Source: an optimization exercise on an open RTL-to-GDS flow (aim: small area and few clock cycles per item). Production flows keep margins and buffers that such runs may drop. RTL that was checked went through simulation tests only; none was proved equivalent to the original. The RTL of run 3 was laid out without a check of its function. In every run shown here, the design's own scripts or RTL, not TritonCTS, make the clock network. The flow treats the clock pin as an ideal source. Dropping or thinning the clock tree relies on that and would not hold on a real chip. Power and IR drop assume default switching activity.

[config.mk]
export PLATFORM = sky130hd
export DESIGN_NAME = sdram
export DESIGN_NICKNAME = sdram
export VERILOG_FILES = /design/flow/design.v
export SDC_FILE = /design/flow/constraint.sdc
export NUM_CORES = 4
export LEC_CHECK = 0
export CAP_MARGIN = 20
export CORE_MARGIN = 2
export CORE_UTILIZATION = 40
export SLEW_MARGIN = 20
[constraint.sdc]
create_clock -name core_clock -period 20.0 [get_ports {clk}]
set_input_delay 4.0000 -clock core_clock [delete_from_list [all_inputs] [get_ports {clk}]]
set_output_delay 4.0000 -clock core_clock [all_outputs]
set_load 0.01 [all_outputs]
[design.v]
module sdram #(parameter FREQ = 50000000) (
  input  logic clk,
  input  logic reset,
  input  logic        read,
  input  logic        write,
  input  logic [1:0]  wr_strb,
  input  logic [25:0] addr,   
  output logic        cmd_ready,
  input  logic [15:0] data_write,
  output logic [15:0] data_read,
  output logic        data_read_val,
  output logic        sdram_cs,         
  output logic [1:0]  sdram_bank,       
  output logic [12:0] sdram_addr,       
  output logic        sdram_ras,        
  output logic        sdram_cas,        
  output logic        sdram_we,         
  input  logic [15:0] sdram_data_in,    
  output logic [15:0] sdram_data_out,   
  output logic        sdram_drive_data  
);
  localparam [2:0] CMD_NOP     = 3'b111;
  localparam [2:0] CMD_ACTIVE  = 3'b011;
  localparam [2:0] CMD_READ    = 3'b101;
  localparam [2:0] CMD_WRITE   = 3'b100;
  localparam [2:0] CMD_PRECHG  = 3'b010;
  localparam [2:0] CMD_AUTOREF = 3'b001;
  localparam [2:0] CMD_MRS     = 3'b000;
  localparam [12:0] MODE = 13'h0223;
  logic        h_chip;
  logic [1:0]  h_bank;
  logic [12:0] h_row;
  logic [9:0]  h_col;
  assign {h_chip, h_bank, h_row, h_col} = addr;
  localparam [8:0] A_TAPS  = 9'b100100011;
  localparam [8:0] A_RESET = 9'd133;
  localparam [8:0] A_START = 9'd207;
  localparam [4:0] B_TAPS  = 5'b10010;
  localparam [4:0] B_RESET = 5'd15;
  localparam [4:0] B_INIT  = 5'd1;
  logic [8:0]  tmr_a;
  logic        win;
  logic        init_done;
  logic        ob_v;
  logic [2:0]  ob_bank;     
  logic [12:0] ob_row;
  logic        just;
  logic [1:0]  rd_sh;       
  logic win_start, win_end, seq_cmd;
  assign win_start = (tmr_a == A_START) & (init_done | (ob_row[4:0] == B_INIT));
  assign win_end = tmr_a[0] & tmr_a[3];
  assign seq_cmd = win & tmr_a[6];
  logic req, bank_eq, hit, do_rd, do_wr, do_pre, do_act, ok;
  assign req = read | write;
  assign ok = init_done & ~win;
  assign bank_eq = (ob_bank == {h_chip, h_bank});
  assign hit = ob_v & bank_eq & (ob_row == h_row);
  assign do_rd  = ok & hit & read & ~just;
  assign do_wr  = ok & hit & write & ~just & (rd_sh == 2'b00);
  assign do_pre = ok & ob_v & ~(req & hit);
  assign do_act = ok & req & ~ob_v & ~just;
  assign cmd_ready = do_rd | do_wr;
  logic [2:0] cmd;
  assign {sdram_ras, sdram_cas, sdram_we} = cmd;
  always_comb begin
    cmd = CMD_NOP;
    if (seq_cmd)
      cmd = tmr_a[4] ? CMD_PRECHG : init_done ? CMD_AUTOREF : CMD_MRS;
    else if (do_pre)
      cmd = CMD_PRECHG;
    else if (do_act)
      cmd = CMD_ACTIVE;
    else if (do_rd)
      cmd = CMD_READ;
    else if (do_wr)
      cmd = CMD_WRITE;
    if (win) begin
      sdram_cs = ~tmr_a[0];
      sdram_bank = 2'b00;
      sdram_addr = {2'b00, tmr_a[4], MODE[9:0]};    
    end else if (ob_v) begin
      {sdram_cs, sdram_bank} = ob_bank;
      sdram_addr = {wr_strb & {2{write}}, 1'b0, h_col};
    end else begin
      {sdram_cs, sdram_bank} = {h_chip, h_bank};
      sdram_addr = h_row;
    end
  end
  assign sdram_drive_data = do_wr;
  assign sdram_data_out = data_write;
  assign data_read = sdram_data_in;
  assign data_read_val = rd_sh[1];
  always_ff @(posedge clk) begin
    if (reset) begin
      tmr_a <= A_RESET;
      win <= 1'b0;
      init_done <= 1'b0;
      ob_v <= 1'b0;
      rd_sh <= 2'b00;
    end else begin
      rd_sh <= {rd_sh[0], do_rd};
      tmr_a <= {tmr_a[7:0], ^(tmr_a & A_TAPS)};
      if (win_start)
        win <= 1'b1;
      else if (win_end)
        win <= 1'b0;
      if (win & win_end)
        init_done <= 1'b1;
      if (seq_cmd || do_pre)
        ob_v <= 1'b0;
      else if (do_act)
        ob_v <= 1'b1;
    end
    just <= do_act | (do_pre & (bank_eq | ~req));
    ob_bank <= {h_chip, h_bank};
    ob_row[12:5] <= h_row[12:5];
    if (reset)
      ob_row[4:0] <= B_RESET;
    else if (!init_done)
      ob_row[4:0] <= {ob_row[3:0], ^(ob_row[4:0] & B_TAPS)};
    else
      ob_row[4:0] <= h_row[4:0];
  end
endmodule
[flow/run.sh]
#!/bin/bash
# The standard layout (standard.sh) with three changes:
#  - synthesis maps logic with an area-oriented abc script (flow/area.abc),
#    through flow/abc_area.tcl sourced ahead of synth_recipe.tcl;
#  - port buffers use the smallest buffer cell;
#  - the clock tree is a few equal buffers fed by the clock port, each
#    driving a group of nearby flip-flops (flow/clock_leaves.tcl, run as
#    ORFS's PRE_CTS_TCL hook in place of clock_tree_synthesis).
set -euo pipefail
here=$(pwd)
cat flow/abc_area.tcl synth_recipe.tcl > my_synth.tcl
sed "s#SYNTH_SCRIPT=[^ ]*#SYNTH_SCRIPT=$here/my_synth.tcl#" standard.sh > my_standard.sh
export MY_ABC_SCRIPT=$here/flow/area.abc
export BUFFER_PORTS_ARGS="-buffer_cell sky130_fd_sc_hd__buf_1"
export PRE_CTS_TCL=$here/flow/clock_leaves.tcl
export MY_CLOCK_LEAVES=3
export MY_CLOCK_BUFFER=sky130_fd_sc_hd__buf_4
bash my_standard.sh > standard.log 2>&1
[flow/abc_area.tcl]
# Sourced ahead of the standard flow's synthesis script: the technology mapping call
# (abc) uses the area-oriented script flow/area.abc instead of ORFS's
# speed script.  Everything else, flip-flop mapping included, is unchanged.
proc abc {args} {
  set i [lsearch -exact $args -script]
  if { $i >= 0 } { lset args [expr {$i + 1}] $::env(MY_ABC_SCRIPT) }
  yosys abc {*}$args
}
[flow/area.abc]
strash
ifraig
dc2
dch -f
amap
&get -n
&st
&dch -f
&nf -R 1000
&put
&get -n
&st
&dch -f
&nf -R 1000
&put
&get -n
&st
&dch -f
&nf -R 1000
&put
&get -n
&st
&dch -f
&nf -R 1000
&put
topo
[flow/clock_leaves.tcl]
# Clock tree in place of clock_tree_synthesis (run as ORFS's PRE_CTS_TCL
# hook; clock_tree_synthesis, which cts.tcl calls next, is made a no-op).
# The flip-flops are split into MY_CLOCK_LEAVES groups of near-equal size by
# position (k-means with a size cap);
# each group gets one buffer of type MY_CLOCK_BUFFER at its centroid, driving
# its clock pins.  The clock port drives only these few buffers, all alike,
# so every flip-flop sees the same single buffer delay.
proc clock_tree_synthesis {args} {
  puts "clock_tree_synthesis skipped: clock leaves already placed"
}
set k $::env(MY_CLOCK_LEAVES)
set master [[ord::get_db] findMaster $::env(MY_CLOCK_BUFFER)]
set block [ord::get_db_block]
set clknet [$block findNet clk]
set sinks {}
set xs {}
set ys {}
foreach it [$clknet getITerms] {
  set b [[$it getInst] getBBox]
  lappend sinks $it
  lappend xs [expr {([$b xMin] + [$b xMax]) / 2.0}]
  lappend ys [expr {([$b yMin] + [$b yMax]) / 2.0}]
}
set n [llength $sinks]
# initial centres: sinks spread in order of x + y
set order [lsort -real -indices [lmap x $xs y $ys {expr {$x + $y}}]]
set cx {}
set cy {}
for {set c 0} {$c < $k} {incr c} {
  set i [lindex $order [expr {int(($c + 0.5) * $n / $k)}]]
  lappend cx [lindex $xs $i]
  lappend cy [lindex $ys $i]
}
# k-means with a cap of ceil(n / k) pins per group: each round assigns the
# (sink, centre) pairs in order of distance, then moves each centre to the
# centroid of its group
set cap [expr {($n + $k - 1) / $k}]
for {set iter 0} {$iter < 30} {incr iter} {
  set pairs {}
  for {set i 0} {$i < $n} {incr i} {
    for {set c 0} {$c < $k} {incr c} {
      lappend pairs [list [expr {abs([lindex $xs $i] - [lindex $cx $c]) + abs([lindex $ys $i] - [lindex $cy $c])}] $i $c]
    }
  }
  set asg [lrepeat $n -1]
  set cnt [lrepeat $k 0]
  foreach p [lsort -real -index 0 $pairs] {
    lassign $p d i c
    if {[lindex $asg $i] < 0 && [lindex $cnt $c] < $cap} {
      lset asg $i $c
      lset cnt $c [expr {[lindex $cnt $c] + 1}]
    }
  }
  for {set c 0} {$c < $k} {incr c} {
    set sx 0.0; set sy 0.0; set m 0
    for {set i 0} {$i < $n} {incr i} {
      if {[lindex $asg $i] == $c} {
        set sx [expr {$sx + [lindex $xs $i]}]
        set sy [expr {$sy + [lindex $ys $i]}]
        incr m
      }
    }
    if {$m > 0} {
      lset cx $c [expr {$sx / $m}]
      lset cy $c [expr {$sy / $m}]
    }
  }
}
for {set c 0} {$c < $k} {incr c} {
  set net [odb::dbNet_create $block clknet_leaf_$c]
  $net setSigType CLOCK
  set buf [odb::dbInst_create $block $master clkbuf_leaf_$c]
  [$buf findITerm A] connect $clknet
  [$buf findITerm X] connect $net
  $buf setLocation [expr {int([lindex $cx $c])}] [expr {int([lindex $cy $c])}]
  $buf setPlacementStatus PLACED
  set m 0
  for {set i 0} {$i < $n} {incr i} {
    if {[lindex $asg $i] == $c} {
      set it [lindex $sinks $i]
      $it disconnect
      $it connect $net
      incr m
    }
  }
  puts "clock leaf $c: $::env(MY_CLOCK_BUFFER) drives $m clock pins"
}
[standard.sh]
#!/bin/bash
# synth_recipe.tcl (not shown) runs the flow's synth.tcl, then flattens the netlist and writes it again
# the make line also repeats each setting of config.mk as NAME=value (left out here)
make -C /OpenROAD-flow-scripts/flow DESIGN_CONFIG=/design/flow/config.mk WORK_HOME=/design/flow/orfs CLKGATE_MAP_FILE= SYNTH_SCRIPT=/design/flow/synth_recipe.tcl "${@:-finish}"
==> out/results.ini, run 1 <==
[status]
outcome=complete, no violations

[layout]
area_growth_pct=2.67
drive_gt1_share_pct=1.49
antenna_cells=0
seqCellArea_sq_um=621
multiInputGateArea_sq_um=646
final_nets=268
n_fill_cell=393

[pwr]
net-switching-power_uw=25.5
p_sw_share_pct=24.3
clock_power_share_pct=22.2
seq_power_share_pct=63.9
p_per_area_nw_per_um2=66.2
ir_drop_uv=44.2
pwr-share-comb_pct=13.9
leakage_uw=0.000555
intPower_uw=79.6
fin_total_pwr_uw=105

[global_routing]
grt_overflow=0
top_usage_layer=met2
globalRouteMet1Util_pct=20.6
grt_pass1_vias=1136
grt_pass1_wl_um=5420
antenna_found_initial=0
grt_usage_pct=15.2
use_met2_pct=24.6
grtUsageMet3_pct=3.24
grt_max_degree=20

[setup_path]
crit_start=addr[13]
start_kind=input pin
arrival_ps=6180
rr_endpoint=ob_v$_SDFFE_PP0P_
rrSetupSlack_ps=17770
crit_required_ps=16000
r2r_cells=8
cp_max_fo=3
cp_cell_sequence=buf_1 -> clkinv_1 -> a2bb2oi_1 -> o221ai_1 -> a2111oi_0 -> nand4_1 -> or4_1 -> o21ai_0 -> nand2_1 -> o21ai_0 -> buf_1
end_kind=output pin
r2r_start=ob_row[3]$_SDFF_PP1_
critical-path-slowest-cell=or4_1
critPathKind=input pin to output pin
critical-path-max-stage-delay_ps=450

[min_path]
min_from=tmr_a[2]$_SDFF_PP1_
holdPathStages=1
worstHoldPathType=flop to flop
min_to=tmr_a[3]$_SDFF_PP0_

[floorplanning]
start_util_pct=42.0
die_h_um=66.2
rows=22
io_pins=118
die-area_sq_um=4380
die_w_um=66.2
core_sq_um=3690

[sta]
worst_pin_slew_ps=806
max_freq_mhz=98.2
period_needed_ps=10180
fin_skew_ps=8.45
timing.slew.headroom_pct=46.2
rsz0062_at_grt=no
slew_violations=0
hold_violations=0
fin_crit_sh_pct=50.9
setup_viol=0
setup_tns_ps=0

[routing]
drtPass1Iterations=6
wl_um=3620
routed_via_density=5.12
via_count=1276
drc=0
dr.first_iter.drc_count=67
post_drt_wl_per_cell_um=14.5
ant_nets=0

[synth]
synth_top_cell_area_share_pct=40.1
synth_warnings=1
synthesis.area_sq_um=1550
async_reset_ff_share_pct=0
synth_nets=242
synthCells=177
yosys-top-cells-count=32 x buf_4, 31 x dfxtp_1, 15 x nor2_1
ys_seq_area_share_pct=40.1
synth_area_leaders=dfxtp_1 40%, buf_4 16%, a22o_1 4.5%
synth.most_common_cell=buf_4
synth_cell_type_count=33
syn-mean-instance-area_sq_um=8.74
ys_ff_latch=31
yosys.area.top_type=dfxtp_1
synth-main-ff-cell=dfxtp_1
synth_edf_count=0

[placement]
place.gp.congestion=0.775
place_hpwl_um=2840
port-buffer-count=53

[clocking]
post-cts-setup-buffers=0
clk_pin_slew_ps=90
cts_resized=0
clk_latency_ps=140
hold_buffers=0

[run]
drv_cap=0

==> flip-flops by register name, summed over array words and instances (netlist names) <==
name / flops
win: 1
init_done: 1
ob_row: 13
rd_sh: 2
ob_v: 1
tmr_a: 9
ob_bank: 3
just: 1
==> kinds of logic (layout without fill, tap and decap cells) <==
group | count (synthesis) | count (layout) | synth area share [%]
compound gates | 43 | 43 | 19.5
xor+xnor | 8 | 8 | 4.53
fa+ha+maj | 1 | 1 | 0.808
buf+inv | 43 | 67 | 18.2
flops | 31 | 31 | 40.1
mux | 1 | 1 | 0.647
simple gates | 50 | 50 | 16.2
==> power by group through the flow <==
| stage | combinational [uW] | clock [uW] | sequential [uW] |
|---|---|---|---|
| final | 14.6 | 23.4 | 67.2 |
| after global routing | 16.5 | 26.8 | 67.5 |
| after CTS | 14.8 | 17.2 | 68.6 |
| after detailed placement | 14.7 | 0 | 68.6 |
| after global placement | 14.6 | 0 | 68.6 |
| after floorplan | 15.0 | 0 | 68.0 |
==> cell type report <==
class                   instances  area share (%)
well taps                      48            3.78
inverters                      11            2.60
flip-flops and latches         31            39.1
multi-input cells             103            40.6
repair buffers                 53            12.5
plain buffers                   3            1.42
==> metal layers <==
layer / share of wire [%] / vias up
met3: 10 / 12
met2: 46 / 68
li1: - / 633
met4: 1.6 / 0
met5: 0 / -
met1: 43 / 563
==> worst max path at each step <==
stage / to / slack, ps / cells after the start
finish: sdram_we / 9820 / 11
floorplan: sdram_we / 10200 / 9
global route: sdram_we / 9580 / 11
detailed placement: sdram_we / 9870 / 11
global placement: sdram_we / 9900 / 11
CTS: sdram_we / 9840 / 11
==> metrics by stage <==
stage	hold WS [ps]	setup slack (ps)	instances	util [%]	area, sq um
6_report	468	9820	249	43.1	1590
5_1_grt	477	9580	249	43.1	1590
4_1_cts	451	9840	249	43.1	1590
3_5_place_dp	445	9870	246	42.5	1570
3_3_place_gp	438	9900	246	42.5	1570
2_1_floorplan	419	10200	177	-	1550
==> critical path: cells and delay by family <==
| kind | cells | cell delay [ps] |
|---|---|---|
| buffers and inverters | 3 | 390 |
| AND/OR/NAND/NOR | 3 | 710 |
| AO/OA/AOI/OAI | 5 | 1080 |
==> layout by cell type, fill, tap and decap left out, types with 2 or more instances in the layout <==
cell type,instances
clkinv_1,11
nand2b_1,3
o221ai_1,3
o21ai_0,9
a21oi_1,10
a22o_1,8
xor2_1,6
buf_1,53
nand2_1,10
nand4_1,2
a221oi_1,2
or2_0,3
xnor2_1,2
nor2_1,15
nor3_1,2
dfxtp_1,31
nor2b_1,8
o22a_1,3
buf_4,3
nor4_1,3
Testbench counts, summed over its fixed seeds: cycles 41,548, items 24,000.
==> run 2: changes to the inputs <==
--- a/flow/run.sh
+++ b/flow/run.sh
@@ -14,5 +14,5 @@
 export BUFFER_PORTS_ARGS="-buffer_cell sky130_fd_sc_hd__buf_1"
 export PRE_CTS_TCL=$here/flow/clock_leaves.tcl
-export MY_CLOCK_LEAVES=3
-export MY_CLOCK_BUFFER=sky130_fd_sc_hd__buf_4
+export MY_CLOCK_LEAVES=2
+export MY_CLOCK_BUFFER=sky130_fd_sc_hd__buf_6
 bash my_standard.sh > standard.log 2>&1
==> run 2 against run 1 <==
Area after synthesis did not move. Fmax hardly changed. Synthesized cell count stayed put. Hold slack better by 1.8 ps. Flip-flop and latch count unchanged. Core utilization did not move.
==> out/results.ini, run 2 <==
[sta]
hold_violations=0  ; unchanged
setup_tns_ps=0  ; unchanged
fin_crit_sh_pct=50.9  ; about the same
timing.slew.headroom_pct=47.1  ; +0.85 points
setup_viol=0  ; unchanged
max_freq_mhz=98.2  ; about the same
period_needed_ps=10180  ; +0.720 ps
worst_pin_slew_ps=794  ; -12.7 ps
fin_skew_ps=3.21  ; -5.23 ps
rsz0062_at_grt=no
slew_violations=0  ; unchanged

[routing]
wl_um=3610  ; -0.11%
post_drt_wl_per_cell_um=14.6  ; +0.29%
via_count=1287  ; +0.86%
routed_via_density=5.19  ; +1.3%
ant_nets=0  ; unchanged
drtPass1Iterations=4  ; -2
dr.first_iter.drc_count=70  ; +4.5%
drc=0  ; unchanged

[global_routing]
grt_overflow=0  ; unchanged
grt_max_degree=20  ; unchanged
use_met2_pct=24.0  ; -0.63 points
grt_pass1_wl_um=5380  ; -0.89%
grtUsageMet3_pct=3.07  ; -0.17 points
antenna_found_initial=0  ; unchanged
grt_pass1_vias=1119  ; -1.5%
top_usage_layer=met2
globalRouteMet1Util_pct=20.9  ; +0.31 points
grt_usage_pct=15.1  ; -0.071 points

[placement]
placed_cells=246  ; unchanged
port-buffer-count=53  ; unchanged
place.gp.congestion=0.775  ; unchanged
placed_area_sq_um=1570  ; unchanged
place_hpwl_um=2840  ; unchanged

[pwr]
ir_drop_uv=35.1  ; -21%
leakage_uw=0.000552  ; -0.42%
p_per_area_nw_per_um2=66.4  ; +0.40%

[layout]
drive_gt1_share_pct=1.00  ; -0.49 points
largest-register=ob_row
final_util_pct=43.1  ; unchanged
area_growth_pct=2.67  ; unchanged
largest_reg_flops=13  ; unchanged
largestRegisters=ob_row: 13 flops, tmr_a: 9 flops, ob_bank: 3 flops
final_nets=267  ; -0.37%
stdcell_count=248  ; -0.40%
n_fill_cell=391  ; -0.51%
antenna_cells=0  ; unchanged
final_common_cell=buf_1
final_cell_mix=53 x buf_1, 31 x dfxtp_1, 15 x nor2_1
finalInstanceArea_sq_um=1590  ; unchanged

[setup_path]
arrival_ps=6180  ; about the same
end_kind=output pin
crit_required_ps=16000  ; about the same
start_kind=input pin
critPathKind=input pin to output pin
cp_max_fo=3  ; unchanged

[floorplanning]
rows=22  ; unchanged
io_pins=118  ; unchanged
core_sq_um=3690  ; unchanged
start_util_pct=42.0  ; unchanged
die-area_sq_um=4380  ; unchanged
die_h_um=66.2  ; unchanged
die_w_um=66.2  ; unchanged

[synth]
synth_cell_type_count=33  ; unchanged
synthesis.area_sq_um=1550  ; unchanged
ys_seq_area_share_pct=40.1  ; unchanged
synth_area_leaders=dfxtp_1 40%, buf_4 16%, a22o_1 4.5%
async_reset_ff_share_pct=0  ; unchanged
synth.most_common_cell=buf_4
yosys.area.top_type=dfxtp_1
synth_top_cell_area_share_pct=40.1  ; unchanged
syn-mean-instance-area_sq_um=8.74  ; unchanged
synth_nets=242  ; unchanged
synth_edf_count=0  ; unchanged
ys_ff_latch=31  ; unchanged
synth-main-ff-cell=dfxtp_1
synth_warnings=1  ; unchanged
yosys-top-cells-count=32 x buf_4, 31 x dfxtp_1, 15 x nor2_1
synthCells=177  ; unchanged

[min_path]
worstHoldPathType=flop to flop

[status]
outcome=complete, no violations

[run]
drv_cap=0  ; unchanged

[clocking]
clk_latency_ps=130  ; about the same
hold_buffers=0  ; unchanged
post-cts-setup-buffers=0  ; unchanged
cts_resized=0  ; unchanged
clk_pin_slew_ps=100  ; about the same

## run 2: cell types whose count changed in the layout (fill, tap and decap cells not counted), sizes merged
cell,change
buf,-1
## run 2: metrics by stage
step	power, uW	hold WS (ps)	worst slack [ps]
2_1_floorplan	83.0	419	10200
3_3_place_gp	83.1	438	9900
3_5_place_dp	83.3	445	9870
4_1_cts	101	451	9840
5_1_grt	111	478	9580
6_report	106	470	9820
## run 2: area by class of cell
class | instances | area, sq um | share of cell area [%]
Buffer | 2 | 22.5 | 1.42
Inverter | 11 | 41.3 | 2.60
Timing Repair Buffer | 53 | 199 | 12.5
Sequential cell | 31 | 621 | 39.1
Multi-Input combinational cell | 103 | 646 | 40.6
Tap cell | 48 | 60.1 | 3.78
## run 2: final timing paths
check,cells after the start,to,slack [ps],start
min reg2reg,1,tmr_a[3]$_SDFF_PP0_,470,tmr_a[2]$_SDFF_PP1_
min,1,tmr_a[3]$_SDFF_PP0_,470,tmr_a[2]$_SDFF_PP1_
max,11,sdram_we,9820,addr[13]
max reg2reg,8,ob_v$_SDFFE_PP0P_,17770,ob_row[3]$_SDFF_PP1_
## run 2: power by group
part	leakage [uW]	internal, uW	switching [uW]
registers	0.000257	64.9	2.21
clock network	0.0000121	8.08	15.7
logic	0.000283	6.79	7.80
## run 2: per-layer routing
metal / up-vias / share of wire (%)
met5: - / 0
met4: 0 / 2.4
met3: 15 / 11
met2: 71 / 44
met1: 568 / 43
li1: 633 / -
## run 2: critical path, stage by stage
cell and delay, ps:
buf_1 110, clkinv_1 110, a2bb2oi_1 140, o221ai_1 120
a2111oi_0 400, nand4_1 130, or4_1 450, o21ai_0 250
nand2_1 120, o21ai_0 180, buf_1 170
## run 2: cells by family after synthesis
logic type	synth area share, %
muxes	0.647
adders and majority gates	0.808
AOI/OAI and AO/OA	19.5
and+or+nand+nor	16.2
DFF	40.1
xor gates and xnor gates	4.53
buffers and inverters	18.2
==> run 3: changes to the inputs <==
--- a/design.v
+++ b/design.v
@@ -96,5 +96,4 @@
       win <= 1'b0;
       init_done <= 1'b0;
-      ob_v <= 1'b0;
       rd_sh <= 2'b00;
     end else begin
@@ -107,10 +106,10 @@
       if (win & win_end)
         init_done <= 1'b1;
-      if (seq_cmd || do_pre)
-        ob_v <= 1'b0;
-      else if (do_act)
-        ob_v <= 1'b1;
     end
     just <= do_act | (do_pre & (bank_eq | ~req));
+    if (seq_cmd || do_pre)
+      ob_v <= 1'b0;
+    else if (do_act)
+      ob_v <= 1'b1;
     ob_bank <= {h_chip, h_bank};
     ob_row[12:5] <= h_row[12:5];
--- a/flow/run.sh
+++ b/flow/run.sh
@@ -14,5 +14,5 @@
 export BUFFER_PORTS_ARGS="-buffer_cell sky130_fd_sc_hd__buf_1"
 export PRE_CTS_TCL=$here/flow/clock_leaves.tcl
-export MY_CLOCK_LEAVES=2
-export MY_CLOCK_BUFFER=sky130_fd_sc_hd__buf_6
+export MY_CLOCK_LEAVES=3
+export MY_CLOCK_BUFFER=sky130_fd_sc_hd__buf_4
 bash my_standard.sh > standard.log 2>&1
==> flow/area.abc (replaced) <==
strash
&get -n
&fraig -x
&put
dc2
dch -f
amap
&get -n
&st
&synch2
&nf -R 1000
&put
&get -n
&st
&synch2
&nf -R 1000
&put
&get -n
&st
&synch2
&nf -R 1000
&put
&get -n
&st
&synch2
&nf -R 1000
&put
&get -n
&st
&synch2
&nf -R 1000
&put
&get -n
&st
&synch2
&nf -R 1000
&put
topo
==> run 3 against run 2 <==
Critical path type unchanged. Synthesized cell count down 5.6%. Global-route usage up 0.21 points. Critical path depth shrank 1. Via count is 2.6% lower. Worst setup slack improved by 390 ps. First-iteration DRC count is 66% lower. Cell count is 3.6% lower. Total power is 12% higher. Largest cell class unchanged.
==> out/results.ini, run 3 <==
[routing]
post_drt_wl_per_cell_um=14.3  ; -1.6%
drtPass1Iterations=4  ; unchanged
dr.first_iter.drc_count=24  ; -66%
routed_via_density=5.25  ; +1.1%
via_count=1254  ; -2.6%
wl_um=3420  ; -5.2%
drc=0  ; unchanged
ant_nets=0  ; unchanged

[placement]
placed_cells=236  ; -4.1%
port-buffer-count=53  ; unchanged
place.gp.congestion=0.889  ; +15%
preCtsSetupSlack_ps=10240  ; +370 ps
place_hpwl_um=2640  ; -7.1%

[sta]
period_needed_ps=9790  ; -388 ps
hold_violations=0  ; unchanged
slew_violations=0  ; unchanged
fin_skew_ps=6.67  ; +3.46 ps
fin_crit_sh_pct=49.0  ; -1.9 points
setup_ws_ps=10210  ; +388 ps
setup_tns_ps=0  ; unchanged
rsz0062_at_grt=no
timing.slew.headroom_pct=45.6  ; -1.5 points
max_freq_mhz=102  ; +4.0%
setup_viol=0  ; unchanged
worst_pin_slew_ps=812  ; +18.9 ps

[pwr]
p_per_area_nw_per_um2=74.3  ; +12%
ir_drop_uv=35.6  ; +1.3%
leakage_uw=0.000557  ; +0.91%

[synth]
synth_area_leaders=dfxtp_1 40%, buf_4 16%, xnor2_1 5.7%
synth_cell_type_count=28  ; -15%
synth_compound_area_share_pct=15.3  ; -4.2 points
yosys.area.top_type=dfxtp_1
synthCells=167  ; -5.6%
yosys-top-cells-count=32 x buf_4, 31 x dfxtp_1, 15 x nor2_1
yosys.area_share.simple_pct=17.0  ; +0.73 points
synth_edf_count=0  ; unchanged
synth-main-ff-cell=dfxtp_1
ys_ff_latch=31  ; unchanged
async_reset_ff_share_pct=0  ; unchanged
synth.most_common_cell=buf_4
synth_fa_ha_area_share_pct=0.808  ; unchanged
synth_warnings=1  ; unchanged
synth_top_cell_area_share_pct=40.1  ; unchanged
syn-mean-instance-area_sq_um=9.27  ; +6.0%
ys_seq_area_share_pct=40.1  ; unchanged
synthesis.area_sq_um=1550  ; unchanged
synth_top_family_by_area=simple AND/OR/NAND/NOR gates
yosys-mux-area-fraction_pct=0.647  ; unchanged
synth_nets=232  ; -4.1%
synth-xor-area-share_pct=10.2  ; +5.7 points

[setup_path]
arrival_ps=5790  ; -390 ps
cp_cell_sequence=buf_1 -> xor2_1 -> nor4_1 -> nand3_1 -> nor3_1 -> nand2_1 -> o2111ai_1 -> nand2_1 -> o21ai_0 -> buf_1
end_kind=output pin
critical-path-slowest-cell=nor4_1
crit_required_ps=16000  ; about the same
cp_max_fo=3  ; unchanged
start_kind=input pin
critical-path-max-stage-delay_ps=290  ; -160 ps
critPathKind=input pin to output pin
crit_family=simple AND/OR/NAND/NOR gates
worst-path-buf-inv=2  ; -1

[global_routing]
grt_pass1_vias=1176  ; +5.1%
antenna_found_initial=0  ; unchanged
grt_max_degree=19  ; -5.0%
grt_pass1_wl_um=5420  ; +0.89%
grtUsageMet3_pct=2.21  ; -0.85 points
top_usage_layer=met2
grt_overflow=0  ; unchanged
globalRouteMet1Util_pct=20.1  ; -0.78 points
grt_usage_pct=15.3  ; +0.21 points
use_met2_pct=25.8  ; +1.8 points

[run]
drv_cap=0  ; unchanged

[floorplanning]
die-area_sq_um=4380  ; unchanged
rows=22  ; unchanged
io_pins=118  ; unchanged
die_w_um=66.2  ; unchanged
core_sq_um=3690  ; unchanged
start_util_pct=42.0  ; unchanged
die_h_um=66.2  ; unchanged

[layout]
area_growth_pct=2.67  ; unchanged
final_util_pct=43.1  ; unchanged
largest_reg_flops=13  ; unchanged
antenna_cells=0  ; unchanged
drive_gt1_share_pct=1.57  ; +0.57 points
final_common_cell=buf_1
stdcell_count=239  ; -3.6%
final_cell_mix=53 x buf_1, 31 x dfxtp_1, 15 x nor2_1
final_nets=258  ; -3.4%
largest-register=ob_row
largestRegisters=ob_row: 13 flops, tmr_a: 9 flops, ob_bank: 3 flops

[clocking]
hold_buffers=0  ; unchanged
cts_resized=0  ; unchanged
clk_pin_slew_ps=100  ; about the same
clk_latency_ps=140  ; about the same
post-cts-setup-buffers=0  ; unchanged

[status]
outcome=complete, no violations

[min_path]
worstHoldPathType=flop to flop

## run 3: routing by layer
| layer | share of wire (%) | vias to the layer above |
|---|---|---|
| met2 | 47 | 53 |
| met4 | 3.1 | 0 |
| met5 | 0 | - |
| li1 | - | 598 |
| met1 | 43 | 585 |
| met3 | 7.1 | 18 |
## run 3: cell type report
class	instances	area, sq um
Multi-Input combinational cell	102	679
Fill cell	393	2100
Tap cell	48	60.1
Buffer	3	22.5
Inverter	2	7.51
Timing Repair Buffer	53	199
Sequential cell	31	621
## run 3: final timing paths
path | startpoint | to | slack, ps | cells after the start
max | addr[12] | sdram_we | 10210 | 10
min | tmr_a[1]$_SDFF_PP0_ | tmr_a[2]$_SDFF_PP1_ | 450 | 1
max reg2reg | ob_row[7]$_DFF_P_ | ob_v$_SDFFE_PP0P_ | 18200 | 8
min reg2reg | tmr_a[1]$_SDFF_PP0_ | tmr_a[2]$_SDFF_PP1_ | 450 | 1
## run 3: power breakdown
part           total [uW]  switching [uW]  internal (uW)  leakage (uW)
combinational        26.3            14.6           11.7      0.000285
clock                23.4            15.5           7.90     0.0000144
sequential           68.3            3.01           65.3      0.000258
total                 118            33.1           84.9      0.000557
## run 3: metrics by stage
step	power, uW	hold WS [ps]	area [sq um]
6_report	118	454	1590
3_3_place_gp	95.8	438	1570
2_1_floorplan	92.3	419	1550
4_1_cts	114	437	1590
3_5_place_dp	96.3	437	1570
5_1_grt	125	484	1590
## run 3: logic make-up (layout without fill, tap and decap cells)
logic type                 after synthesis  after routing
adders and majority gates                1              1
DFF                                     31             31
xor gates and xnor gates                18             18
muxes                                    1              1
and+or+nand+nor                         52             52
AOI/OAI and AO/OA                       30             30
buffers and inverters                   34             58
==> run 4: changes to the inputs <==
--- a/design.v
+++ b/design.v
@@ -33,7 +33,6 @@
   logic [9:0]  h_col;
   assign {h_chip, h_bank, h_row, h_col} = addr;
-  localparam [8:0] A_TAPS  = 9'b100100011;
-  localparam [8:0] A_RESET = 9'd133;
-  localparam [8:0] A_START = 9'd207;
+  localparam [8:0] A_RESET = 9'd432;
+  localparam [8:0] A_START = 9'd308;
   localparam [4:0] B_TAPS  = 5'b10010;
   localparam [4:0] B_RESET = 5'd15;
@@ -49,6 +48,6 @@
   logic win_start, win_end, seq_cmd;
   assign win_start = (tmr_a == A_START) & (init_done | (ob_row[4:0] == B_INIT));
-  assign win_end = tmr_a[0] & tmr_a[3];
-  assign seq_cmd = win & tmr_a[6];
+  assign win_end = ~tmr_a[0] & ~tmr_a[3];
+  assign seq_cmd = win & tmr_a[2];
   logic req, bank_eq, hit, do_rd, do_wr, do_pre, do_act, ok;
   assign req = read | write;
@@ -66,5 +65,5 @@
     cmd = CMD_NOP;
     if (seq_cmd)
-      cmd = tmr_a[4] ? CMD_PRECHG : init_done ? CMD_AUTOREF : CMD_MRS;
+      cmd = tmr_a[0] ? CMD_PRECHG : init_done ? CMD_AUTOREF : CMD_MRS;
     else if (do_pre)
       cmd = CMD_PRECHG;
@@ -76,7 +75,7 @@
       cmd = CMD_WRITE;
     if (win) begin
-      sdram_cs = ~tmr_a[0];
+      sdram_cs = tmr_a[7];
       sdram_bank = 2'b00;
-      sdram_addr = {2'b00, tmr_a[4], MODE[9:0]};    
+      sdram_addr = {2'b00, tmr_a[0], MODE[9:0]};    
     end else if (ob_v) begin
       {sdram_cs, sdram_bank} = ob_bank;
@@ -96,8 +95,9 @@
       win <= 1'b0;
       init_done <= 1'b0;
+      ob_v <= 1'b0;
       rd_sh <= 2'b00;
     end else begin
       rd_sh <= {rd_sh[0], do_rd};
-      tmr_a <= {tmr_a[7:0], ^(tmr_a & A_TAPS)};
+      tmr_a <= {tmr_a[7:0], tmr_a[8] ^ tmr_a[3] ^ (tmr_a[1] & tmr_a[4])};
       if (win_start)
         win <= 1'b1;
@@ -106,10 +106,10 @@
       if (win & win_end)
         init_done <= 1'b1;
+      if (seq_cmd || do_pre)
+        ob_v <= 1'b0;
+      else if (do_act)
+        ob_v <= 1'b1;
     end
     just <= do_act | (do_pre & (bank_eq | ~req));
-    if (seq_cmd || do_pre)
-      ob_v <= 1'b0;
-    else if (do_act)
-      ob_v <= 1'b1;
     ob_bank <= {h_chip, h_bank};
     ob_row[12:5] <= h_row[12:5];
==> flow/area.abc (replaced) <==
strash
dc2
dch -f
amap
&get -n
&st
&dch
&nf -R 1000 -p
&put
&get -n
&st
&dch
&nf -R 1000 -p
&put
&get -n
&st
&dch
&nf -R 1000 -p
&put
&get -n
&st
&dch
&nf -R 1000 -p
&put
&get -n
&st
&dch
&nf -R 1000 -p
&put
&get -n
&st
&dch
&nf -R 1000 -p
&put
topo
==> run 4 against run 3 <==
Die area down 0.38%. Fmax is 0.14% lower. First-iteration DRC count grew to 2.8 times the previous value. Clock skew is 4.8 ps higher. Core utilization fell by 0.17 points. Critical path type unchanged.
==> out/results.ini, run 4 <==
[synth]
synth_top_cell_area_share_pct=40.3  ; +0.16 points
synth_warnings=1  ; unchanged
synthesis.area_sq_um=1540  ; -0.40%
yosys-mux-area-fraction_pct=0  ; -0.65 points
syn-mean-instance-area_sq_um=8.56  ; -7.6%
synth_cell_type_count=32  ; +14%
synth-xor-area-share_pct=4.55  ; -5.6 points
synth.most_common_cell=buf_4
ys_ff_latch=31  ; unchanged
synthCells=180  ; +7.8%
synth_fa_ha_area_share_pct=0  ; -0.81 points
synth_edf_count=0  ; unchanged
async_reset_ff_share_pct=0  ; unchanged
yosys-top-cells-count=32 x buf_4, 31 x dfxtp_1, 15 x nor2_1
synth_compound_area_share_pct=19.1  ; +3.8 points
synth_area_leaders=dfxtp_1 40%, buf_4 16%, a22o_1 4.0%
synth_nets=244  ; +5.2%
synth_top_family_by_area=compound AO/OA/AOI/OAI gates
yosys.area.top_type=dfxtp_1
synth-main-ff-cell=dfxtp_1
yosys.area_share.simple_pct=17.4  ; +0.39 points
ys_seq_area_share_pct=40.3  ; +0.16 points

[placement]
placed_area_sq_um=1560  ; -0.40%
port-buffer-count=53  ; unchanged
placed_cells=249  ; +5.5%
place_hpwl_um=2790  ; +5.6%
place.gp.congestion=0.812  ; -8.6%

[clocking]
clk_pin_slew_ps=100  ; about the same
cts_resized=0  ; unchanged
hold_buffers=0  ; unchanged
clk_latency_ps=140  ; about the same
post-cts-setup-buffers=0  ; unchanged

[routing]
drtPass1Iterations=4  ; unchanged
dr.first_iter.drc_count=68  ; +180%
wl_um=3570  ; +4.1%
routed_via_density=5.16  ; -1.6%
drc=0  ; unchanged
via_count=1301  ; +3.7%
ant_nets=0  ; unchanged
post_drt_wl_per_cell_um=14.1  ; -1.3%

[sta]
rsz0062_at_grt=no
slew_violations=0  ; unchanged
max_freq_mhz=102  ; -0.14%
worst_pin_slew_ps=801  ; -11.1 ps
timing.slew.headroom_pct=46.6  ; +0.94 points
hold_violations=0  ; unchanged
fin_crit_sh_pct=49.0  ; +0.069 points
setup_viol=0  ; unchanged
setup_tns_ps=0  ; unchanged
fin_skew_ps=11.5  ; +4.79 ps
period_needed_ps=9810  ; +13.8 ps

[floorplanning]
rows=22  ; unchanged
start_util_pct=41.8  ; -0.17 points
core_sq_um=3690  ; unchanged
die-area_sq_um=4370  ; -0.38%
die_w_um=66.1  ; -0.19%
die_h_um=66.1  ; -0.19%
io_pins=118  ; unchanged

[global_routing]
grt_usage_pct=15.2  ; -0.077 points
grt_pass1_vias=1132  ; -3.7%
grt_pass1_wl_um=5380  ; -0.76%
grt_max_degree=20  ; +1
grt_overflow=0  ; unchanged
antenna_found_initial=0  ; unchanged

[layout]
n_fill_cell=407  ; +3.6%
final_nets=270  ; +4.7%
drive_gt1_share_pct=1.47  ; -0.10 points
area_growth_pct=2.68  ; about the same
finalInstanceArea_sq_um=1580  ; -0.39%
stdcell_count=252  ; +5.4%
final_cell_mix=53 x buf_1, 31 x dfxtp_1, 15 x nor2_1
largest-register=ob_row
final_common_cell=buf_1
largestRegisters=ob_row: 13 flops, tmr_a: 9 flops, ob_bank: 3 flops
antenna_cells=0  ; unchanged
seqCellArea_sq_um=621  ; unchanged
multiInputGateArea_sq_um=632  ; -7.0%
largest_reg_flops=13  ; unchanged

[pwr]
ir_drop_uv=44.0  ; +24%
fin_total_pwr_uw=113  ; -4.0%
leakage_uw=0.000561  ; +0.62%
p_per_area_nw_per_um2=71.6  ; -3.6%

[setup_path]
end_kind=output pin
arrival_ps=5810  ; +20 ps
r2r_start=ob_row[6]$_DFF_P_
start_kind=input pin
crit_start=addr[20]
crit_required_ps=16000  ; about the same
critPathKind=input pin to output pin
cp_max_fo=3  ; unchanged

[min_path]
min_from=tmr_a[6]$_SDFF_PP0_
worstHoldPathType=flop to flop

[run]
drv_cap=0  ; unchanged

[status]
outcome=complete, no violations

==> run 4: cell types whose count changed after synthesis, sizes merged, moves of 4 or more <==
cell and delta:
clkinv +11, a211o -4, nor2b -4, o21ai +8
a21oi +5, xnor2 -8
==> run 4: kinds of logic (layout without fill, tap and decap cells) <==
family,after synthesis,after routing
DFF,31,31
AOI/OAI and AO/OA,43,43
and+or+nand+nor,53,53
buffers and inverters,45,69
xor gates and xnor gates,8,8
==> run 4: per-stage QoR <==
stage                     setup slack (ps)  hold WS [ps]  utilization [%]
final                                10190           443             42.9
after global placement               10240           427             42.3
after floorplan                      10530           419                -
after CTS                            10180           437             42.9
after global routing                  9900           497             42.9
after detailed placement             10190           447             42.3
==> run 4: routing by layer <==
layer	track usage (%)	share of wire, %
met5	0	0
met4	2.30	1.3
met3	3.41	11
met2	24.5	43
met1	21.2	45
==> run 4: final cells by class <==
| type | count | area share [%] |
|---|---|---|
| multi-input cells | 104 | 39.9 |
| flip-flops and latches | 31 | 39.2 |
| repair buffers | 53 | 12.6 |
| well taps | 48 | 3.79 |
| inverters | 13 | 3.08 |
| plain buffers | 3 | 1.42 |
==> run 4: final timing paths <==
path	end	cells past startpoint	slack (ps)
worst max-delay path	sdram_we	10	10190
worst min-delay path	tmr_a[7]$_SDFF_PP1_	1	440
worst max register to register	ob_v$_SDFFE_PP0P_	8	18080
worst min register to register	tmr_a[7]$_SDFF_PP1_	1	440
==> run 4: critical path, stage by stage <==
cell and delay [ps]:
buf_1 120, xor2_1 150, a221oi_1 210, o2111ai_1 140, nor4_1 280, nand4_1 160
o21ai_0 270, nand2_1 130, o21ai_0 170, buf_1 170
==> run 4: power by group <==
part           internal [uW]  total (uW)  switching, uW
combinational           8.91        21.2           12.3
sequential              65.5        68.9           3.38
clock                   7.89        23.2           15.3
total                   82.3         113           31.0
Testbench counts of run 4, summed over its fixed seeds: cycles 41,376, items 24,000.
==> run 5: changes to the inputs <==
--- a/design.v
+++ b/design.v
@@ -36,6 +36,5 @@
   localparam [8:0] A_START = 9'd308;
   localparam [4:0] B_TAPS  = 5'b10010;
-  localparam [4:0] B_RESET = 5'd15;
-  localparam [4:0] B_INIT  = 5'd1;
+  localparam [4:0] B_RESET = 5'd9;
   logic [8:0]  tmr_a;
   logic        win;
@@ -47,5 +46,6 @@
   logic [1:0]  rd_sh;       
   logic win_start, win_end, seq_cmd;
-  assign win_start = (tmr_a == A_START) & (init_done | (ob_row[4:0] == B_INIT));
+  assign win_start = ({tmr_a[8], tmr_a[6:0]} == {A_START[8], A_START[6:0]}) &
+                     (init_done | (~ob_row[0] & ob_row[1] & ~ob_row[3]));
   assign win_end = ~tmr_a[0] & ~tmr_a[3];
   assign seq_cmd = win & tmr_a[2];
==> run 5 against run 4 <==
Still clean. Clock power barely moved. Cell count shrank 1.2%. Core utilization about the same. Combinational power increased by 3%. Critical endpoint unchanged.
==> out/results.ini, run 5 <==
[placement]
place_hpwl_um=2580  ; -7.3%
place.gp.congestion=0.841  ; +3.5%
placed_cells=246  ; -1.2%
preCtsSetupSlack_ps=10250  ; +61.4 ps
port-buffer-count=53  ; unchanged
placed_area_sq_um=1550  ; -0.80%

[synth]
synth-main-ff-cell=dfxtp_1
synth_top_cell_area_share_pct=40.6  ; +0.33 points
syn-mean-instance-area_sq_um=8.64  ; +0.87%
synth.most_common_cell=buf_4
synth_warnings=1  ; unchanged
async_reset_ff_share_pct=0  ; unchanged
synth_area_leaders=dfxtp_1 41%, buf_4 16%, xor2_1 5.2%
yosys-top-cells-count=32 x buf_4, 31 x dfxtp_1, 19 x nor2_1
ys_ff_latch=31  ; unchanged
synth_cell_type_count=27  ; -16%
synthesis.area_sq_um=1530  ; -0.81%
synthCells=177  ; -1.7%
ys_seq_area_share_pct=40.6  ; +0.33 points
yosys.area.top_type=dfxtp_1
synth_nets=241  ; -1.2%
synth_edf_count=0  ; unchanged

[global_routing]
grt_pass1_vias=1157  ; +2.2%
grt_max_degree=20  ; unchanged
grt_pass1_wl_um=5390  ; +0.11%
grt_overflow=0  ; unchanged
antenna_found_initial=0  ; unchanged
grt_usage_pct=15.5  ; +0.24 points

[layout]
final_common_cell=buf_1
final_util_pct=42.9  ; about the same
largestRegisters=ob_row: 13 flops, tmr_a: 9 flops, ob_bank: 3 flops
area_growth_pct=2.70  ; about the same
n_fill_cell=397  ; -2.5%
final_cell_mix=53 x buf_1, 31 x dfxtp_1, 19 x nor2_1
antenna_cells=0  ; unchanged
drive_gt1_share_pct=1.49  ; +0.022 points
finalInstanceArea_sq_um=1570  ; -0.79%
largest_reg_flops=13  ; unchanged
stdcell_count=249  ; -1.2%
final_nets=267  ; -1.1%
largest-register=ob_row

[sta]
timing.slew.headroom_pct=43.8  ; -2.8 points
setup_viol=0  ; unchanged
setup_ws_ps=10230  ; +41.5 ps
fin_crit_sh_pct=48.8  ; -0.21 points
worst_pin_slew_ps=843  ; +41.9 ps
setup_tns_ps=0  ; unchanged
period_needed_ps=9770  ; -41.5 ps
rsz0062_at_grt=no
hold_violations=0  ; unchanged
fin_skew_ps=4.99  ; -6.47 ps
max_freq_mhz=102  ; +0.43%
slew_violations=0  ; unchanged

[pwr]
net-switching-power_uw=31.3  ; +1.1%
clock_power_share_pct=20.5  ; about the same
intPower_uw=82.8  ; +0.59%
p_sw_share_pct=27.5  ; +0.092 points
pwr-share-comb_pct=19.2  ; +0.5 points
seq_power_share_pct=60.3  ; -0.5 points
p_per_area_nw_per_um2=72.7  ; +1.5%
leakage_uw=0.000567  ; +1.1%
ir_drop_uv=37.2  ; -16%

[floorplanning]
die_h_um=65.8  ; -0.39%
start_util_pct=41.8  ; about the same
die-area_sq_um=4330  ; -0.77%
core_sq_um=3660  ; -0.75%
io_pins=118  ; unchanged
die_w_um=65.8  ; -0.39%
rows=22  ; unchanged

[routing]
drtPass1Iterations=4  ; unchanged
dr.first_iter.drc_count=27  ; -60%
wl_um=3440  ; -3.4%
via_count=1250  ; -3.9%
routed_via_density=5.02  ; -2.8%
post_drt_wl_per_cell_um=13.8  ; -2.2%
drc=0  ; unchanged
ant_nets=0  ; unchanged

[setup_path]
critical-path-slowest-cell=o211ai_1
critical-path-max-stage-delay_ps=260  ; -20 ps
end_kind=output pin
crit_required_ps=16000  ; about the same
critPathKind=input pin to output pin
cp_num_cells=10  ; unchanged
arrival_ps=5770  ; -40 ps
crit_top_cell=buf_1
crit_family=compound AO/OA/AOI/OAI gates
r2r_start=ob_v$_SDFFE_PP0P_
cp_max_fo=3  ; unchanged
worst-path-buf-inv=3  ; +1
crit_start=addr[12]
cp_cell_sequence=buf_1 -> clkinv_1 -> a22o_1 -> a221oi_1 -> and4_1 -> nand4_1 -> o211ai_1 -> nand2_1 -> o21ai_0 -> buf_1
start_kind=input pin
r2r_cells=7  ; -1

[clocking]
clk_pin_slew_ps=100  ; about the same
post-cts-setup-buffers=0  ; unchanged
clk_latency_ps=140  ; about the same
hold_buffers=0  ; unchanged
cts_resized=0  ; unchanged

[min_path]
holdPathStages=1  ; unchanged
worstHoldPathType=flop to flop
min_from=tmr_a[7]$_SDFF_PP1_

[status]
outcome=complete, no violations

[run]
drv_cap=0  ; unchanged

run 5: cell count changes after synthesis, moves of 3 or more:
cell     before  now
xor2_1        6    9
nor2_1       15   19
o21ai_0      10    7
nor4_1        4    1
nand2_1       8   11
run 5: cell type report:
type / instances / area, sq um / share of cell area [%]
inverters: 11 / 41.3 / 2.63
flip-flops and latches: 31 / 621 / 39.5
plain buffers: 3 / 22.5 / 1.43
multi-input cells: 103 / 627 / 39.9
well taps: 48 / 60.1 / 3.82
repair buffers: 53 / 199 / 12.7
run 5: cells by family after synthesis:
logic type / share of synthesized area [%]
AO/OA/AOI/OAI: 18.1
XOR/XNOR: 5.16
buffers and inverters: 18.4
flip-flops: 40.6
multiplexers: 1.31
AND/OR/NAND/NOR: 16.4
run 5: power by group through the flow:
stage                     clock, uW  sequential, uW  combinational [uW]
final                          23.4            68.8                21.9
after global routing           26.9            69.5                24.6
after CTS                      17.2            70.3                22.1
after detailed placement          0            70.2                22.0
after global placement            0            70.2                22.1
after floorplan                   0            69.4                20.0
run 5: worst paths after layout:
check                                           end  slack [ps]
worst max register to register    ob_v$_SDFFE_PP0P_       18100
worst min-delay path            tmr_a[8]$_SDFF_PP1_         460
worst max-delay path                       sdram_we       10230
worst min register to register  tmr_a[8]$_SDFF_PP1_         460
run 5: metal layers:
layer	up-vias	global-route usage (%)	share of wire (%)
met4	0	5.21	3.5
met1	557	21.8	45
met3	22	1.70	7.1
met2	43	24.5	44
li1	628	-	-
met5	-	0	0
run 5: per-stage QoR:
stage / hold WS (ps) / power, uW
global route: 478 / 121
CTS: 444 / 110
detailed placement: 442 / 92.2
global placement: 433 / 92.3
floorplan: 420 / 89.4
finish: 464 / 114
Testbench counts of run 5, summed over its fixed seeds: cycles 41,376, items 24,000.
==> run 6: changes to the inputs <==
--- a/design.v
+++ b/design.v
@@ -50,13 +50,14 @@
   assign win_end = ~tmr_a[0] & ~tmr_a[3];
   assign seq_cmd = win & tmr_a[2];
-  logic req, bank_eq, hit, do_rd, do_wr, do_pre, do_act, ok;
+  logic req, bank_eq, same, hit, do_rd, do_wr, do_pre, do_act, ok;
   assign req = read | write;
   assign ok = init_done & ~win;
   assign bank_eq = (ob_bank == {h_chip, h_bank});
-  assign hit = ob_v & bank_eq & (ob_row == h_row);
+  assign same = bank_eq & (ob_row == h_row);
+  assign hit = ob_v & same;
   assign do_rd  = ok & hit & read & ~just;
   assign do_wr  = ok & hit & write & ~just & (rd_sh == 2'b00);
   assign do_pre = ok & ob_v & ~(req & hit);
-  assign do_act = ok & req & ~ob_v & ~just;
+  assign do_act = ok & req & ~ob_v & ~just & same;
   assign cmd_ready = do_rd | do_wr;
   logic [2:0] cmd;
@@ -82,5 +83,5 @@
       sdram_addr = {wr_strb & {2{write}}, 1'b0, h_col};
     end else begin
-      {sdram_cs, sdram_bank} = {h_chip, h_bank};
+      {sdram_cs, sdram_bank} = ob_bank;
       sdram_addr = h_row;
     end
==> flow/area.abc (replaced) <==
strash
balance
rewrite
refactor
balance
rewrite
rewrite -z
balance
refactor -z
rewrite -z
balance
dch -f
amap
&get -n
&st
&dch -f
&nf -R 1000 -F 4 -A 4
&put
&get -n
&st
&dch -f
&nf -R 1000 -F 4 -A 4
&put
&get -n
&st
&dch -f
&nf -R 1000 -F 4 -A 4
&put
&get -n
&st
&dch -f
&nf -R 1000 -F 4 -A 4
&put
&get -n
&st
&dch -f
&nf -R 1000 -F 4 -A 4
&put
&get -n
&st
&dch -f
&nf -R 1000 -F 4 -A 4
&put
topo
==> run 6 against run 5 <==
Still clean on timing, DRC and antenna. First-iteration DRC count grew 19%. Total power is 2.8% lower. Register-to-register slack worse by 300 ps. Fmax shrank 2.2%. Largest power group unchanged.
==> out/results.ini, run 6 <==
[status]
outcome=complete, no violations

[synth]
synthesis.area_sq_um=1510  ; -1.1%
ys_seq_area_share_pct=41.0  ; +0.44 points
synth.most_common_cell=buf_4
syn-mean-instance-area_sq_um=9.22  ; +6.8%
synth-main-ff-cell=dfxtp_1
yosys.area.top_type=dfxtp_1
ys_ff_latch=31  ; unchanged
synth_edf_count=0  ; unchanged
async_reset_ff_share_pct=0  ; unchanged
synth_cell_type_count=26  ; -3.7%
synthCells=164  ; -7.3%
synth_nets=228  ; -5.4%
synth_warnings=1  ; unchanged
synth_area_leaders=dfxtp_1 41%, buf_4 16%, xor2_1 6.4%
yosys-top-cells-count=32 x buf_4, 31 x dfxtp_1, 15 x nor2_1
synth_top_cell_area_share_pct=41.0  ; +0.44 points

[setup_path]
crit_top_cell=buf_1
start_kind=input pin
cp_max_fo=3  ; unchanged
cp_cell_sequence=buf_1 -> xor2_1 -> nor4_1 -> nand4_1 -> or4_1 -> nor3_1 -> nand3_1 -> a21oi_1 -> o21ai_0 -> buf_1
arrival_ps=5990  ; +220 ps
worst-path-buf-inv=2  ; -1
rrSetupSlack_ps=17800  ; -300 ps
critical-path-slowest-cell=or4_1
crit_family=simple AND/OR/NAND/NOR gates
critical-path-max-stage-delay_ps=440  ; +180 ps
critPathKind=input pin to output pin
crit_required_ps=16000  ; about the same
end_kind=output pin

[layout]
antenna_cells=0  ; unchanged
final_nets=254  ; -4.9%
area_growth_pct=2.73  ; about the same
stdcell_count=236  ; -5.2%
final_cell_mix=53 x buf_1, 31 x dfxtp_1, 15 x nor2_1
final_common_cell=buf_1
largest_reg_flops=13  ; unchanged
largestRegisters=ob_row: 13 flops, tmr_a: 9 flops, ob_bank: 3 flops
largest-register=ob_row
drive_gt1_share_pct=1.60  ; +0.10 points

[sta]
timing.slew.headroom_pct=45.2  ; +1.4 points
rsz0062_at_grt=no
setup_viol=0  ; unchanged
slew_violations=0  ; unchanged
setup_tns_ps=0  ; unchanged
max_freq_mhz=100  ; -2.2%
hold_violations=0  ; unchanged
worst_pin_slew_ps=822  ; -21.5 ps
period_needed_ps=9990  ; +225 ps
fin_crit_sh_pct=50.0  ; +1.1 points
fin_skew_ps=7.62  ; +2.63 ps

[global_routing]
grtUsageMet3_pct=3.25  ; +1.5 points
use_met2_pct=25.6  ; +1.1 points
grt_overflow=0  ; unchanged
antenna_found_initial=0  ; unchanged
grt_pass1_vias=1097  ; -5.2%
grt_usage_pct=15.4  ; -0.052 points
grt_pass1_wl_um=5230  ; -2.9%
grt_max_degree=20  ; unchanged
top_usage_layer=met2
globalRouteMet1Util_pct=20.4  ; -1.4 points

[floorplanning]
die_w_um=65.5  ; -0.50%
die_h_um=65.5  ; -0.50%
core_sq_um=3660  ; unchanged
io_pins=118  ; unchanged
die-area_sq_um=4290  ; -1.0%
rows=22  ; unchanged
start_util_pct=41.3  ; -0.44 points

[pwr]
clock_power_share_pct=21.7  ; +1.2 points
ir_drop_uv=44.9  ; +21%
intPower_uw=81.9  ; -1.1%
p_per_area_nw_per_um2=71.4  ; -1.7%
leakage_uw=0.000551  ; -2.8%
net-switching-power_uw=29.1  ; -7.1%
p_sw_share_pct=26.2  ; -1.2 points
pwr-share-comb_pct=16.2  ; -3.0 points
fin_total_pwr_uw=111  ; -2.8%
seq_power_share_pct=62.0  ; +1.7 points

[run]
drv_cap=0  ; unchanged

[placement]
port-buffer-count=53  ; unchanged
place_hpwl_um=2700  ; +4.4%
placed_cells=233  ; -5.3%
place.gp.congestion=0.821  ; -2.4%

[routing]
dr.first_iter.drc_count=32  ; +19%
drc=0  ; unchanged
via_count=1190  ; -4.8%
post_drt_wl_per_cell_um=14.3  ; +3.3%
routed_via_density=5.04  ; +0.44%
wl_um=3370  ; -2.1%
drtPass1Iterations=4  ; unchanged
ant_nets=0  ; unchanged

[min_path]
worstHoldPathType=flop to flop

[clocking]
cts_resized=0  ; unchanged
clk_pin_slew_ps=100  ; about the same
hold_buffers=0  ; unchanged
clk_latency_ps=140  ; about the same
post-cts-setup-buffers=0  ; unchanged

[run 6: cell families after synthesis]
kind of cell | Yosys count | share of synthesized area [%]
simple gates | 49 | 16.5
compound gates | 26 | 12.4
buf+inv | 36 | 16.9
mux | 4 | 2.73
xor+xnor | 18 | 10.4
flops | 31 | 41.0
[run 6: power by group through the flow]
stage,Sequential [uW],Clock [uW],Combinational (uW)
after floorplan,69.4,0,17.5
after global placement,70.4,0,18.2
after detailed placement,70.4,0,18.1
after CTS,70.4,17.2,18.3
after global routing,69.5,27.7,20.1
final,68.8,24.1,18.0
[run 6: final timing paths]
kind                   startpoint                   to  cells after the start
min reg2reg   tmr_a[7]$_SDFF_PP1_  tmr_a[8]$_SDFF_PP1_                      1
min           tmr_a[7]$_SDFF_PP1_  tmr_a[8]$_SDFF_PP1_                      1
max reg2reg  ob_row[1]$_SDFF_PP0_    ob_v$_SDFFE_PP0P_                      8
max                      addr[13]             sdram_we                     10
[run 6: final cells by class]
class	instances	area [sq um]
Sequential cell	31	621
Timing Repair Buffer	53	199
Fill cell	391	2110
Tap cell	48	60.1
Multi-Input combinational cell	97	637
Inverter	4	15.0
Buffer	3	22.5
[run 6: layer usage]
metal	routed length, um	part of all wire [%]
met5	0	0
met3	298	8.8
met1	1470	44
met2	1510	45
met4	100	3.0
[run 6: metrics by stage]
step                hold slack (ps)  util (%)  cell area [sq um]  setup WS (ps)
global placement                431      41.8               1530          10070
detailed placement              439      41.8               1530          10020
global route                    490      42.4               1550           9780
floorplan                       409         -               1510          10460
finish                          453      42.4               1550          10010
CTS                             440      42.4               1550          10000
[run 6: worst register-to-register path, cell delays in order (launching register included)]
cell and delay [ps]:
dfxtp_1 370, xor2_1 180, nor4_1 340, nand4_1 140, or4_1 440, nor2_1 150, or2_0 180, nand2_1 90
a211oi_1 230
Testbench counts of run 6, summed over its fixed seeds: cycles 41,381, items 24,000.

port drivers added, routing unchanged:
How much do the figures lean on ideal ports? The routed layouts below were timed once more, with nothing changed but the port constraints. Step 1, drivers: a clkbuf_16 drives clk and a buf_2 each remaining input, both assumed. Step 2 adds t to the input delays and takes it off the output delays; t is the mean of the earliest and latest rising clock arrival at the registers after step 1. Input paths then give back, and output paths get back, about the clock's delay inside the block. a / b / c = no drivers / after step 1 / after step 2; a / b = the first two.
| run | t (ns) | setup slack, ns | hold WS [ns] | worst setup path after step 2 | worst register clock-pin slew, ns |
|---|---|---|---|---|---|
| run 1 | 0.170 | 9.820 / 9.792 / 9.792 | 0.468 / 0.468 / 0.468 | input to output | 0.10 / 0.10 |
| run 2 | 0.168 | 9.819 / 9.791 / 9.791 | 0.470 / 0.470 / 0.470 | input to output | 0.11 / 0.11 |
| run 3 | 0.172 | 10.207 / 10.181 / 10.181 | 0.454 / 0.454 / 0.454 | input to output | 0.10 / 0.10 |
| run 4 | 0.169 | 10.193 / 10.167 / 10.167 | 0.443 / 0.443 / 0.443 | input to output | 0.10 / 0.10 |
| run 5 | 0.176 | 10.234 / 10.206 / 10.206 | 0.464 / 0.464 / 0.464 | input to output | 0.10 / 0.10 |
| run 6 | 0.176 | 10.010 / 9.984 / 9.984 | 0.453 / 0.453 / 0.453 | input to output | 0.10 / 0.10 |
After both steps every run listed still meets setup and hold.
